This is an optimization exercise on Yosys and OpenROAD, whose aim is small area and a short achievable clock period, not a production implementation.
The RTL was checked by simulation tests, not by an equivalence proof against the original design.
No activity file was given, so power comes from the tool's default toggle rates.

==> flow/design.v <==
`timescale 1ns / 1ps
module Main(
    input clk,
    input [7:0] instruction,
    input reset,
    output [7:0] ReadAddress,
    output [6:0] seg_ten,
    output [6:0] seg_one,
    output led
    );
  wire [1:0] op = instruction[7:6];
  wire [1:0] rs = instruction[5:4];
  wire [1:0] rt = instruction[3:2];
  wire [1:0] x  = instruction[1:0];
  wire [7:0] imm = {{7{x[1]}}, x[0]};
  wire is_add  = (op == 2'b00);
  wire is_lw   = (op == 2'b01);
  wire is_sw   = (op == 2'b10);
  wire is_jump = (op == 2'b11);
  wire [3:0] rsd = {rs == 2'd3, rs == 2'd2, rs == 2'd1, rs == 2'd0};
  wire [3:0] rtd = {rt == 2'd3, rt == 2'd2, rt == 2'd1, rt == 2'd0};
  wire [3:0] rsd_alu = rsd & {4{~is_lw}};
  wire b_en = is_add | is_jump;
  wire [3:0] xd  = {x == 2'd3, x == 2'd2, x == 2'd1, x == 2'd0};
  wire [3:0] xd_lw = xd & {4{is_lw}};
  wire [3:0] xd_sw = xd & {4{is_sw}};
  reg [7:0] R0, R1, R2, R3;
  wire [7:0] A, B, B2, BI, HA;
  wire [3:0] LA;
  genvar b, i, g;
  generate
    for (b = 0; b < 8; b = b + 1) begin : rdport
      cpu_ao4 ua (.s(rsd_alu), .d({R3[b], R2[b], R1[b], R0[b]}), .y(A[b]));
      cpu_ao4 ub (.s(rtd), .d({R3[b], R2[b], R1[b], R0[b]}), .y(B[b]));
      cpu_ao4 ub2 (.s(rtd), .d({R3[b], R2[b], R1[b], R0[b]}), .y(B2[b]));
      cpu_a21o ubi (.a1(B2[b]), .a2(b_en), .b1(is_sw & imm[b]), .x(BI[b]));
      cpu_ao4 uh (.s(rsd), .d({R3[4:2] == b, R2[4:2] == b, R1[4:2] == b, R0[4:2] == b}), .y(HA[b]));
    end
    for (b = 0; b < 4; b = b + 1) begin : rdlo
      cpu_ao4 ul (.s(rsd), .d({R3[1:0] == b, R2[1:0] == b, R1[1:0] == b, R0[1:0] == b}), .y(LA[b]));
    end
  endgenerate
  wire [7:0] sum;
  cpu_add8 u_add (.a(A), .b(BI), .s(sum));
  wire [3:0] lo_rd [0:3];
  wire [3:0] lo_wr;
  generate
    for (b = 0; b < 4; b = b + 1) begin : lsel
      for (g = 0; g < 4; g = g + 1) begin : cp
        cpu_ao4 ur (.s(xd_lw), .d({LA[(b + 1) % 4], LA[(b + 2) % 4], LA[(b + 3) % 4], LA[b]}), .y(lo_rd[g][b]));
      end
      cpu_ao4 uw (.s(xd_sw), .d({LA[(b + 1) % 4], LA[(b + 2) % 4], LA[(b + 3) % 4], LA[b]}), .y(lo_wr[b]));
    end
  endgenerate
  wire c2, c2_a, c2_b;
  cpu_aoi22 u_c2a (.a1(x == 2'd3), .a2(LA[1]), .b1(x[1]), .b2(LA[2]), .y(c2_a));
  cpu_nand2 u_c2b (.a(x != 2'd0), .b(LA[3]), .y(c2_b));
  cpu_nand2 u_c2 (.a(c2_a), .b(c2_b), .y(c2));
  wire [7:0] hc0 = x[1] ? {HA[0], HA[7:1]} : HA;
  wire [7:0] hc1 = x[1] ? HA : {HA[6:0], HA[7]};
  wire [7:0] hi;
  generate
    for (b = 0; b < 8; b = b + 1) begin : hsel
      cpu_mux2 u (.s(c2), .a(hc0[b]), .b(hc1[b]), .y(hi[b]));
    end
  endgenerate
  reg [7:0] M [0:31];
  wire [7:0] alu_nlw = sum;
  wire [7:0] W, Wr;
  generate
    for (b = 0; b < 8; b = b + 1) begin : rdmem
      wire [7:0] grp;
      for (g = 0; g < 8; g = g + 1) begin : gr
        cpu_ao4 u (.s(lo_rd[b / 2]), .d({M[4*g+3][b], M[4*g+2][b], M[4*g+1][b], M[4*g][b]}), .y(grp[g]));
      end
      wire [3:0] t;
      cpu_aoi22 u0 (.a1(hi[0]), .a2(grp[0]), .b1(hi[1]), .b2(grp[1]), .y(t[0]));
      cpu_aoi22 u1 (.a1(hi[2]), .a2(grp[2]), .b1(hi[3]), .b2(grp[3]), .y(t[1]));
      cpu_aoi22 u2 (.a1(hi[4]), .a2(grp[4]), .b1(hi[5]), .b2(grp[5]), .y(t[2]));
      cpu_aoi221 u3 (.a1(hi[6]), .a2(grp[6]), .b1(hi[7]), .b2(grp[7]), .c(alu_nlw[b]), .y(t[3]));
      cpu_nand4 us (.a(t[0]), .b(t[1]), .c(t[2]), .d(t[3]), .y(W[b]));
      cpu_nand4r ur (.a(t[0]), .b(t[1]), .c(t[2]), .d(t[3]), .y(Wr[b]));
    end
  endgenerate
  wire [3:0] rwe;
  assign rwe[0] = (is_add & (x == 2'd0)) | (is_lw & (rt == 2'd0));
  assign rwe[1] = (is_add & (x == 2'd1)) | (is_lw & (rt == 2'd1));
  assign rwe[2] = (is_add & (x == 2'd2)) | (is_lw & (rt == 2'd2));
  assign rwe[3] = (is_add & (x == 2'd3)) | (is_lw & (rt == 2'd3));
  always @(posedge clk or posedge reset) begin
    if (reset) begin
      R0 <= 8'd0; R1 <= 8'd0; R2 <= 8'd0; R3 <= 8'd0;
    end else begin
      if (rwe[0]) R0 <= Wr;
      if (rwe[1]) R1 <= Wr;
      if (rwe[2]) R2 <= Wr;
      if (rwe[3]) R3 <= Wr;
    end
  end
  generate
    for (i = 0; i < 32; i = i + 1) begin : mw
      always @(posedge clk or posedge reset)
        if (reset) M[i] <= (i <= 16) ? (i % 16) : (272 - i);
        else if (hi[i / 4] & lo_wr[i % 4]) M[i] <= B;
    end
  endgenerate
  reg [7:0] PC;
  always @(posedge clk or posedge reset) begin
    if (reset) PC <= 8'd0;
    else PC <= PC + 8'd1 + (is_jump ? imm : 8'd0);
  end
  assign ReadAddress = PC;
  assign led = reset;
  cpu_seg7 u_ten (.v(W[7:4]), .seg(seg_ten));
  cpu_seg7 u_one (.v(W[3:0]), .seg(seg_one));
endmodule
module cpu_ao4(input [3:0] s, input [3:0] d, output y);
  assign y = |(s & d);
endmodule
module cpu_ao4p1(input [3:0] s, input [3:0] d, input e, output y);
  wire t0, t1;
  cpu_aoi22 u0 (.a1(s[0]), .a2(d[0]), .b1(s[1]), .b2(d[1]), .y(t0));
  cpu_aoi221 u1 (.a1(s[2]), .a2(d[2]), .b1(s[3]), .b2(d[3]), .c(e), .y(t1));
  cpu_nand2 u2 (.a(t0), .b(t1), .y(y));
endmodule
module cpu_add8(input [7:0] a, input [7:0] b, output [7:0] s);
  assign s = a + b;
endmodule
module cpu_a21o(input a1, input a2, input b1, output x);
  assign x = (a1 & a2) | b1;
endmodule
module cpu_aoi221(input a1, input a2, input b1, input b2, input c, output y);
  assign y = ~((a1 & a2) | (b1 & b2) | c);
endmodule
module cpu_nand4(input a, input b, input c, input d, output y);
  assign y = ~(a & b & c & d);
endmodule
module cpu_nand4r(input a, input b, input c, input d, output y);
  assign y = ~(a & b & c & d);
endmodule
module cpu_aoi22(input a1, input a2, input b1, input b2, output y);
  assign y = ~((a1 & a2) | (b1 & b2));
endmodule
module cpu_nand2(input a, input b, output y);
  assign y = ~(a & b);
endmodule
module cpu_mux2(input s, input a, input b, output y);
  assign y = s ? b : a;
endmodule
module cpu_seg7(input [3:0] v, output reg [6:0] seg);
  always @* begin
    case (v)
      4'h0: seg = 7'b0111111;
      4'h1: seg = 7'b0000110;
      4'h2: seg = 7'b1011011;
      4'h3: seg = 7'b1001111;
      4'h4: seg = 7'b1100110;
      4'h5: seg = 7'b1101101;
      4'h6: seg = 7'b1111101;
      4'h7: seg = 7'b0000111;
      4'h8: seg = 7'b1111111;
      4'h9: seg = 7'b1101111;
      4'hA: seg = 7'b1110111;
      4'hB: seg = 7'b1011110;
      4'hC: seg = 7'b0111001;
      4'hD: seg = 7'b1001110;
      4'hE: seg = 7'b1111001;
      default: seg = 7'b1110001;
    endcase
  end
endmodule
Settings: LEC_CHECK=0, CAP_MARGIN=5, CORE_MARGIN=2, CORE_UTILIZATION=55, CTS_BUF_LIST=sky130_fd_sc_hd__clkbuf_8, CTS_CLUSTER_DIAMETER=100, CTS_CLUSTER_SIZE=12, SETUP_SLACK_MARGIN=2.3, SLEW_MARGIN=5, SYNTH_HIERARCHICAL=1, TNS_END_PERCENT=0; clock period 9.0 ns.
run.sh (not shown) runs the stock make flow with config.mk's settings and CLKGATE_MAP_FILE= SYNTH_SCRIPT=/design/flow/synth_recipe.tcl, a recipe that flattens the netlist after the stock synthesis.
The starting point went through all stages and came out clean.
Change:
--- a/flow/design.v
+++ b/flow/design.v
@@ -55,56 +55,56 @@
   wire c2, c2_a, c2_b;
   cpu_aoi22 u_c2a (.a1(x == 2'd3), .a2(LA[1]), .b1(x[1]), .b2(LA[2]), .y(c2_a));
   cpu_nand2 u_c2b (.a(x != 2'd0), .b(LA[3]), .y(c2_b));
   cpu_nand2 u_c2 (.a(c2_a), .b(c2_b), .y(c2));
   wire [7:0] hc0 = x[1] ? {HA[0], HA[7:1]} : HA;
   wire [7:0] hc1 = x[1] ? HA : {HA[6:0], HA[7]};
-  wire [7:0] hi;
+  wire [7:0] hi, hi_wr;
   generate
     for (b = 0; b < 8; b = b + 1) begin : hsel
       cpu_mux2 u (.s(c2), .a(hc0[b]), .b(hc1[b]), .y(hi[b]));
+      cpu_mux2 uw (.s(c2), .a(hc0[b]), .b(hc1[b]), .y(hi_wr[b]));    
     end
   endgenerate
   reg [7:0] M [0:31];
   wire [7:0] alu_nlw = sum;
-  wire [7:0] W, Wr;
+  wire [7:0] W;
   generate
     for (b = 0; b < 8; b = b + 1) begin : rdmem
       wire [7:0] grp;
       for (g = 0; g < 8; g = g + 1) begin : gr
         cpu_ao4 u (.s(lo_rd[b / 2]), .d({M[4*g+3][b], M[4*g+2][b], M[4*g+1][b], M[4*g][b]}), .y(grp[g]));
       end
       wire [3:0] t;
       cpu_aoi22 u0 (.a1(hi[0]), .a2(grp[0]), .b1(hi[1]), .b2(grp[1]), .y(t[0]));
       cpu_aoi22 u1 (.a1(hi[2]), .a2(grp[2]), .b1(hi[3]), .b2(grp[3]), .y(t[1]));
       cpu_aoi22 u2 (.a1(hi[4]), .a2(grp[4]), .b1(hi[5]), .b2(grp[5]), .y(t[2]));
       cpu_aoi221 u3 (.a1(hi[6]), .a2(grp[6]), .b1(hi[7]), .b2(grp[7]), .c(alu_nlw[b]), .y(t[3]));
       cpu_nand4 us (.a(t[0]), .b(t[1]), .c(t[2]), .d(t[3]), .y(W[b]));
-      cpu_nand4r ur (.a(t[0]), .b(t[1]), .c(t[2]), .d(t[3]), .y(Wr[b]));
     end
   endgenerate
   wire [3:0] rwe;
   assign rwe[0] = (is_add & (x == 2'd0)) | (is_lw & (rt == 2'd0));
   assign rwe[1] = (is_add & (x == 2'd1)) | (is_lw & (rt == 2'd1));
   assign rwe[2] = (is_add & (x == 2'd2)) | (is_lw & (rt == 2'd2));
   assign rwe[3] = (is_add & (x == 2'd3)) | (is_lw & (rt == 2'd3));
   always @(posedge clk or posedge reset) begin
     if (reset) begin
       R0 <= 8'd0; R1 <= 8'd0; R2 <= 8'd0; R3 <= 8'd0;
     end else begin
-      if (rwe[0]) R0 <= Wr;
-      if (rwe[1]) R1 <= Wr;
-      if (rwe[2]) R2 <= Wr;
-      if (rwe[3]) R3 <= Wr;
+      if (rwe[0]) R0 <= W;
+      if (rwe[1]) R1 <= W;
+      if (rwe[2]) R2 <= W;
+      if (rwe[3]) R3 <= W;
     end
   end
   generate
     for (i = 0; i < 32; i = i + 1) begin : mw
       always @(posedge clk or posedge reset)
         if (reset) M[i] <= (i <= 16) ? (i % 16) : (272 - i);
-        else if (hi[i / 4] & lo_wr[i % 4]) M[i] <= B;
+        else if (hi_wr[i / 4] & lo_wr[i % 4]) M[i] <= B;
     end
   endgenerate
   reg [7:0] PC;
   always @(posedge clk or posedge reset) begin
     if (reset) PC <= 8'd0;
     else PC <= PC + 8'd1 + (is_jump ? imm : 8'd0);
@@ -121,24 +121,57 @@
   wire t0, t1;
   cpu_aoi22 u0 (.a1(s[0]), .a2(d[0]), .b1(s[1]), .b2(d[1]), .y(t0));
   cpu_aoi221 u1 (.a1(s[2]), .a2(d[2]), .b1(s[3]), .b2(d[3]), .c(e), .y(t1));
   cpu_nand2 u2 (.a(t0), .b(t1), .y(y));
 endmodule
 module cpu_add8(input [7:0] a, input [7:0] b, output [7:0] s);
-  assign s = a + b;
+  wire [7:0] p, g;
+  wire [7:1] c;
+  genvar i;
+  generate
+    for (i = 0; i < 8; i = i + 1) begin : pg
+      cpu_xor2 up (.a(a[i]), .b(b[i]), .y(p[i]));
+      cpu_and2 ug (.a(a[i]), .b(b[i]), .y(g[i]));
+    end
+  endgenerate
+  cpu_carry uc (.g(g[6:0]), .p(p[6:0]), .c(c));
+  assign s[0] = p[0];
+  generate
+    for (i = 1; i < 8; i = i + 1) begin : sm
+      cpu_xor2 us (.a(p[i]), .b(c[i]), .y(s[i]));
+    end
+  endgenerate
+endmodule
+module cpu_xor2(input a, input b, output y);
+  assign y = a ^ b;
+endmodule
+module cpu_and2(input a, input b, output y);
+  assign y = a & b;
+endmodule
+module cpu_carry(input [6:0] g, input [6:0] p, output [7:1] c);
+  wire g10 = g[1] | (p[1] & g[0]);
+  wire g32 = g[3] | (p[3] & g[2]);
+  wire p32 = p[3] & p[2];
+  wire g54 = g[5] | (p[5] & g[4]);
+  wire p54 = p[5] & p[4];
+  wire g20 = g[2] | (p[2] & g10);
+  wire g30 = g32 | (p32 & g10);
+  wire g64 = g[6] | (p[6] & g54);
+  wire p64 = p[6] & p54;
+  wire g40 = g[4] | (p[4] & g30);
+  wire g50 = g54 | (p54 & g30);
+  wire g60 = g64 | (p64 & g30);
+  assign c = {g60, g50, g40, g30, g20, g10, g[0]};
 endmodule
 module cpu_a21o(input a1, input a2, input b1, output x);
   assign x = (a1 & a2) | b1;
 endmodule
 module cpu_aoi221(input a1, input a2, input b1, input b2, input c, output y);
   assign y = ~((a1 & a2) | (b1 & b2) | c);
 endmodule
 module cpu_nand4(input a, input b, input c, input d, output y);
-  assign y = ~(a & b & c & d);
-endmodule
-module cpu_nand4r(input a, input b, input c, input d, output y);
   assign y = ~(a & b & c & d);
 endmodule
 module cpu_aoi22(input a1, input a2, input b1, input b2, output y);
   assign y = ~((a1 & a2) | (b1 & b2));
 endmodule
 module cpu_nand2(input a, input b, output y);
Core utilization falls by 0.72 points.
Combinational power falls by about 5%.
Sequential power is about the same.
Sequential share of layout area rises by 0.23 points.
Worst setup slack loses 0.016 ns.
Non-clock buffer count rises by 16.
Cell count is about the same.
Maximum frequency hardly moves.
Global-route usage is about the same.
Register-to-register slack loses 0.06 ns.
Critical path depth rises by 1.
First-iteration DRC count falls by 9.5%.
Final area falls by 0.57%.
Clock power rises by about 2%.

==> static timing again, ports no longer ideal <==
In the flow no input, the clock included, has a driving cell. The finished layouts below were timed again as built, in two steps. Step 1 sets driving cells, clkbuf_16 on the clock port and buf_2 on the other inputs (assumed; they add their load-dependent delay and slew). Step 2 adds t to the input delays and takes it off the output delays; t is the mean of the earliest and latest rising clock arrival at the registers after step 1. Input paths then give back, and output paths get back, about the clock's delay inside the block. Three values: ideal ports, drivers, drivers and shift; two values: the first two.
run | t, ns | setup WS [ns] | worst setup path at the end | latest minus earliest clock arrival (ns)
the first run | 0.640 | 2.297 / 2.266 / 2.266 | input to output | 0.051 / 0.052
the second run | 0.634 | 2.281 / 2.223 / 2.223 | input to output | 0.016 / 0.016
After both steps setup and hold are still met in every run listed. The setup slack of the second run, which loses most, moves by -0.058 ns with the drivers and by -0.058 ns with both steps.
